This is an optimization exercise on Yosys and OpenROAD, whose aim is a short achievable clock period and few clock cycles, not a production implementation. RTL that was checked went through simulation tests only; none was proved equivalent to the original.

==> run X: inputs <==
Design processor, start of the top module:
module processor( input         clk, reset,
                  output [31:0] PC,
                  input  [31:0] instruction,
                  output        WE,
                  output [31:0] address_to_mem,
                  output [31:0] data_to_mem,
                  input  [31:0] data_from_mem
                );
    reg  [31:0] pc_q;
    reg         mc_q;           
    reg         s2_v;           
    reg         s2_wen;         
    reg  [3:0]  s2_k;
    reg  [4:0]  s2_rd;
    reg  [31:0] s2_a, s2_b;
    reg  [31:0] sd_q;           
    reg         we_q;
    reg         d_rem, d_first;
    reg  [31:0] d_r, d_q;
    reg  [1:0]  d_idx;          
    assign PC = pc_q;
    assign WE = we_q;
    assign data_to_mem = sd_q;
    wire [31:0] pc4 = pc_q + 32'd4;
    wire [31:0] sum;
    rv_add add_inst ( .a(s2_a), .b(s2_b), .y(sum) );
    assign address_to_mem = sum;
    wire [31:0] o_r, o_q, d_res;
    wire [1:0]  c_idx;
    wire        d_done;
    rv_div div_inst ( .a(s2_a), .b(s2_b), .rem(d_rem), .first(d_first),
                      .r_in(d_r), .q_in(d_q), .idx_in(d_idx),
                      .r_out(o_r), .q_out(o_q), .idx_out(c_idx),
                      .done(d_done), .res(d_res) );
    wire [31:0] s2_res;
    rv_alu alu_inst ( .k(s2_k), .a(s2_a), .b(s2_b), .pc4(pc4), .div_res(d_res),
                      .res(s2_res) );
    wire s2_isdiv = s2_v && s2_k == 4'd7;
    wire stall    = s2_isdiv && !d_done;
    wire s2_write = s2_v && s2_wen && !stall;
    wire [1023:0] rf_flat;
    assign rf_flat[31:0] = 32'd0;
    genvar gi;
    generate
        for (gi = 1; gi < 32; gi = gi + 1) begin : g_rf
            reg [31:0] r;
            always @(posedge clk)
                if (s2_write && s2_rd == gi) r <= s2_res;
            assign rf_flat[gi*32 +: 32] = r;
        end
    endgenerate
    always @(posedge clk or posedge reset) begin
        if (reset) d_first <= 1'b0;
        else       d_first <= !stall;     
    end
    always @(posedge clk) begin
        if (stall) begin
            d_r   <= o_r;
            d_q   <= o_q;
            d_idx <= c_idx - 2'd1;
        end
    end
    wire [31:0] pc_n, n_a, n_b, rv2;
  ...
clock: 150.0 ns
lec_check: 0
cap_margin: 20
core_margin: 2
core_utilization: 40
slew_margin: 20
synth_hierarchical: 1
standard.sh (not shown) runs the stock make flow with config.mk's settings and CLKGATE_MAP_FILE= SYNTH_SCRIPT=/design/flow/synth_recipe.tcl, a recipe that flattens the netlist after the stock synthesis.
==> flow/flow/run.sh <==
#!/bin/bash
# The standard ORFS layout (the standard.sh), with repair_timing asked to
# keep a setup margin: the I/O delays are fixed at 30 ns, so at the 150 ns
# clock every path has a large positive slack and the resizer would otherwise
# leave the critical paths alone.
set -euo pipefail
bash standard.sh SETUP_SLACK_MARGIN=116 finish > standard_make.log 2>&1
==> run R (differences from run X) <==
--- a/flow/design.v
+++ b/flow/design.v
@@ -4,30 +4,33 @@
                   input  [31:0] instruction,
                   output        WE,
                   output [31:0] address_to_mem,
                   output [31:0] data_to_mem,
                   input  [31:0] data_from_mem
                 );
-    reg  [31:0] pc_q;
+    reg  [31:0] pca_q, pcb_q;   
+    reg         pcsel_q;
+    reg  [31:0] ad_a, ad_b;     
     reg         mc_q;           
     reg         s2_v;           
     reg         s2_wen;         
     reg  [3:0]  s2_k;
     reg  [4:0]  s2_rd;
     reg  [31:0] s2_a, s2_b;
     reg  [31:0] sd_q;           
     reg         we_q;
     reg         d_rem, d_first;
     reg  [31:0] d_r, d_q;
     reg  [1:0]  d_idx;          
-    assign PC = pc_q;
+    wire [31:0] pc_cur = pcsel_q ? pca_q : pcb_q;
+    assign PC = pc_cur;
     assign WE = we_q;
     assign data_to_mem = sd_q;
-    wire [31:0] pc4 = pc_q + 32'd4;
+    wire [31:0] pc4 = pc_cur + 32'd4;
     wire [31:0] sum;
-    rv_add add_inst ( .a(s2_a), .b(s2_b), .y(sum) );
+    rv_add add_inst ( .a(ad_a), .b(ad_b), .y(sum) );
     assign address_to_mem = sum;
     wire [31:0] o_r, o_q, d_res;
     wire [1:0]  c_idx;
     wire        d_done;
     rv_div div_inst ( .a(s2_a), .b(s2_b), .rem(d_rem), .first(d_first),
                       .r_in(d_r), .q_in(d_q), .idx_in(d_idx),
@@ -58,28 +61,41 @@
         if (stall) begin
             d_r   <= o_r;
             d_q   <= o_q;
             d_idx <= c_idx - 2'd1;
         end
     end
-    wire [31:0] pc_n, n_a, n_b, rv2;
-    wire        first, n_v, n_wen, we_n;
+    wire [31:0] tgt, seq, n_a, n_b, rv1, rv2, n_adb;
+    wire        first, n_v, n_wen, we_n, take;
     wire [3:0]  n_k;
-    rv_stage1 st1_inst ( .instruction(instruction), .rf(rf_flat), .pc(pc_q), .pc4(pc4),
+    rv_stage1 st1_inst ( .instruction(instruction), .rf(rf_flat), .pc(pc_cur), .pc4(pc4),
                          .mc(mc_q), .fw_en(s2_write), .fw_rd(s2_rd), .fw_val(s2_res),
                          .data_from_mem(data_from_mem), .jalr_tgt(sum),
-                         .pc_n(pc_n), .first(first), .n_v(n_v), .n_wen(n_wen),
-                         .n_k(n_k), .n_a(n_a), .n_b(n_b), .rv2(rv2), .we_n(we_n) );
+                         .tgt(tgt), .seq(seq), .first(first), .n_v(n_v), .n_wen(n_wen),
+                         .n_k(n_k), .n_a(n_a), .n_b(n_b), .rv1(rv1), .rv2(rv2),
+                         .n_adb(n_adb), .we_n(we_n) );
+    rv_take take_inst ( .instruction(instruction), .rf(rf_flat), .fw_en(s2_write),
+                        .fw_rd(s2_rd), .fw_val(s2_res), .take(take) );
+    wire hold = stall | first;
+    always @(posedge clk or posedge reset) begin
+        if (reset) begin
+            pca_q   <= 32'd0;
+            pcb_q   <= 32'd0;
+            pcsel_q <= 1'b0;
+        end else begin
+            pca_q   <= hold ? pc_cur : tgt;
+            pcb_q   <= hold ? pc_cur : seq;
+            pcsel_q <= take & !hold;
+        end
+    end
     always @(posedge clk or posedge reset) begin
         if (reset) begin
-            pc_q <= 32'd0;
             mc_q <= 1'b0;
             s2_v <= 1'b0;
             we_q <= 1'b0;
         end else if (!stall) begin
-            if (!first) pc_q <= pc_n;
             mc_q <= first;
             s2_v <= n_v;
             we_q <= we_n;
         end
     end
     always @(posedge clk) begin
@@ -87,12 +103,14 @@
             s2_wen <= n_wen;
             s2_k   <= n_k;
             s2_rd  <= instruction[11:7];
             s2_a   <= n_a;
             s2_b   <= n_b;
             sd_q   <= rv2;
+            ad_a   <= rv1;
+            ad_b   <= n_adb;
             d_rem  <= instruction[13];
         end
     end
 endmodule
 module rv_stage1 ( input  [31:0]   instruction,
                    input  [1023:0] rf,
@@ -100,18 +118,18 @@
                    input           mc,
                    input           fw_en,
                    input  [4:0]    fw_rd,
                    input  [31:0]   fw_val,
                    input  [31:0]   data_from_mem,
                    input  [31:0]   jalr_tgt,
-                   output [31:0]   pc_n,
+                   output [31:0]   tgt, seq,
                    output          first,
                    output reg      n_v, n_wen,
                    output reg [3:0]  n_k,
                    output reg [31:0] n_a, n_b,
-                   output [31:0]   rv2,
+                   output [31:0]   rv1, rv2, n_adb,
                    output          we_n );
     wire [6:0] op  = instruction[6:0];
     wire [2:0] f3  = instruction[14:12];
     wire [6:0] f7  = instruction[31:25];
     wire [4:0] rd  = instruction[11:7];
     wire [4:0] ra1 = instruction[19:15];
@@ -129,23 +147,20 @@
     wire [31:0] imm_s = {{20{instruction[31]}}, instruction[31:25], instruction[11:7]};
     wire [31:0] imm_b = {{20{instruction[31]}}, instruction[7], instruction[30:25], instruction[11:8], 1'b0};
     wire [31:0] imm_u = {instruction[31:12], 12'd0};
     wire [31:0] imm_j = {{12{instruction[31]}}, instruction[19:12], instruction[20], instruction[30:21], 1'b0};
     wire fw1 = fw_en && fw_rd == ra1;
     wire fw2 = fw_en && fw_rd == ra2;
-    wire [31:0] rv1 = fw1 ? fw_val : rf[ra1*32 +: 32];
-    assign      rv2 = fw2 ? fw_val : rf[ra2*32 +: 32];
-    wire beq_t = rv1 == rv2;
-    wire blt_t = $signed(rv1) < $signed(rv2);
-    wire taken = is_br && ((f3 == 3'b000) ? beq_t : (f3 == 3'b100) ? blt_t : 1'b0);
-    wire [31:0] tgt = pc + (is_jal ? imm_j : imm_b);
+    assign rv1 = fw1 ? fw_val : rf[ra1*32 +: 32];
+    assign rv2 = fw2 ? fw_val : rf[ra2*32 +: 32];
+    assign tgt = pc + (is_jal ? imm_j : imm_b);
+    assign n_adb = is_sw ? imm_s : imm_i;
     wire two = is_lw | is_sw | is_jalr;      
     assign first = two & !mc;                
     wire jalr2 = is_jalr & mc;
-    wire [31:0] seq = jalr2 ? jalr_tgt : pc4;
-    assign pc_n = (is_jal | taken) ? tgt : seq;
+    assign seq = jalr2 ? jalr_tgt : pc4;
     assign we_n = is_sw & !mc;
     wire mdiv = f7 == 7'b0000001;
     always @(*) begin
         n_v = 1'b1; n_wen = rd != 5'd0; n_k = 4'd0; n_a = rv1; n_b = rv2;
         if (is_r) begin
             if (mdiv) n_k = 4'd7;
@@ -176,12 +191,39 @@
             if (mc) n_v = 1'b0;
         end else begin
             n_v = 1'b0;
         end
     end
 endmodule
+module rv_take ( input  [31:0]   instruction,
+                 input  [1023:0] rf,
+                 input           fw_en,
+                 input  [4:0]    fw_rd,
+                 input  [31:0]   fw_val,
+                 output          take );
+    wire [6:0] op  = instruction[6:0];
+    wire [2:0] f3  = instruction[14:12];
+    wire [4:0] ra1 = instruction[19:15];
+    wire [4:0] ra2 = instruction[24:20];
+    wire fw1 = fw_en && fw_rd == ra1;
+    wire fw2 = fw_en && fw_rd == ra2;
+    reg  [31:0] v1, v2;
+    integer i;
+    always @(*) begin
+        v1 = fw1 ? fw_val : 32'd0;
+        v2 = fw2 ? fw_val : 32'd0;
+        for (i = 1; i < 32; i = i + 1) begin
+            if (!fw1 && ra1 == i) v1 = v1 | rf[i*32 +: 32];
+            if (!fw2 && ra2 == i) v2 = v2 | rf[i*32 +: 32];
+        end
+    end
+    wire beq_t = v1 == v2;
+    wire blt_t = $signed(v1) < $signed(v2);
+    assign take = (op == 7'b1101111) |
+                  ((op == 7'b1100011) && ((f3 == 3'b000) ? beq_t : (f3 == 3'b100) ? blt_t : 1'b0));
+endmodule
 module rv_add ( input [31:0] a, b, output [31:0] y );
     assign y = a + b;
 endmodule
 module rv_alu ( input [3:0] k, input [31:0] a, b, pc4, div_res, output reg [31:0] res );
     wire [31:0] sum  = a + b;
     wire [31:0] diff = a - b;
==> flow/flow/run.sh (replaced) <==
#!/bin/bash
# The standard ORFS layout (the standard.sh), with repair_timing asked to
# keep a setup margin: the I/O delays are fixed at 30 ns, so at the 150 ns
# clock every path has a large positive slack and the resizer would otherwise
# leave the critical paths alone.
set -euo pipefail
bash standard.sh SETUP_SLACK_MARGIN=118.5 finish > standard_make.log 2>&1
==> summary of the runs <==
Between run R and run X, the lower sequential share of layout area is in run R (gap 3.2 points). Between run R and run X, the lower count of clock-buffer cells in the layout is in run X (gap 43). Run R finished clean. Run X passed the timing, design-rule and antenna checks. In run R the global-route usage is higher than in run X, by 13 points. Against run R, the non-clock buffer count of run X is lower by 835.
==> figures <==
Outcome: run X complete, no violations; run R complete, no violations
H-tree depth reported by CTS: run X 3; run R 4
Placed Area: run X 0.142 mm2; run R 0.164 mm2
Worst-path cell with the longest stage delay: run X sky130_fd_sc_hd__mux4_2; run R sky130_fd_sc_hd__o211ai_1
Post-CTS clock slew at the launch and capture registers of the worst setup and hold paths: run X 0.06 ns; run R 0.07 ns
Overall via count from detail_route: run X 129,000; run R 174,000
Wire length of the first global-routing pass: run X 907 mm; run R 1350 mm
Clock buffer depth: run X 3; run R 4
Flip-flop and latch share of the layout cell area: run X 23.8%; run R 20.6%
Maximum number of pins on one net before global-route repair: run X 73; run R 128
Number of buffers created by CTS: run X 120; run R 150
Number of inserted diodes: run X 40; run R 102
Clock latency reported for the late side of the worst-skew pair: run X 0.81 ns; run R 0.97 ns
Count of non-filler cells in the finished layout: run X 18,800; run R 22,800
Testbench counts of run R, summed over its fixed seeds: cycles 32,499.
Function not checked in run X: the RTL went through the layout flow alone.

[port drivers added, routing unchanged]
Ports are ideal in the flow. The routed layouts listed here were re-timed in OpenROAD.
Step 1 sets driving cells, clkbuf_16 on the clock port and buf_2 on the other inputs (assumed; they add their load-dependent delay and slew).
Step 2 moves the port delays by t, midway between the first and last clock arrival at a register: inputs arrive t later, outputs are due t later. That takes back most of the time a late clock gives input paths.
a / b / c = ideal ports / drivers / drivers and shift; a / b = the first two.
run	t, ns	setup WS [ns]	hold WS [ns]	clock arrival spread, ns	worst data-port slew with drivers (ns)
run X	0.854	115.948 / 115.694 / 114.840	0.630 / 0.630 / 0.630	0.091 / 0.092	0.43
run R	1.015	115.885 / 115.606 / 114.591	0.564 / 0.564 / 0.564	0.128 / 0.128	0.64
After both steps every run listed still meets setup and hold. The setup slack of run R, which loses most, moves by -0.279 ns with the drivers and by -1.294 ns with both steps.
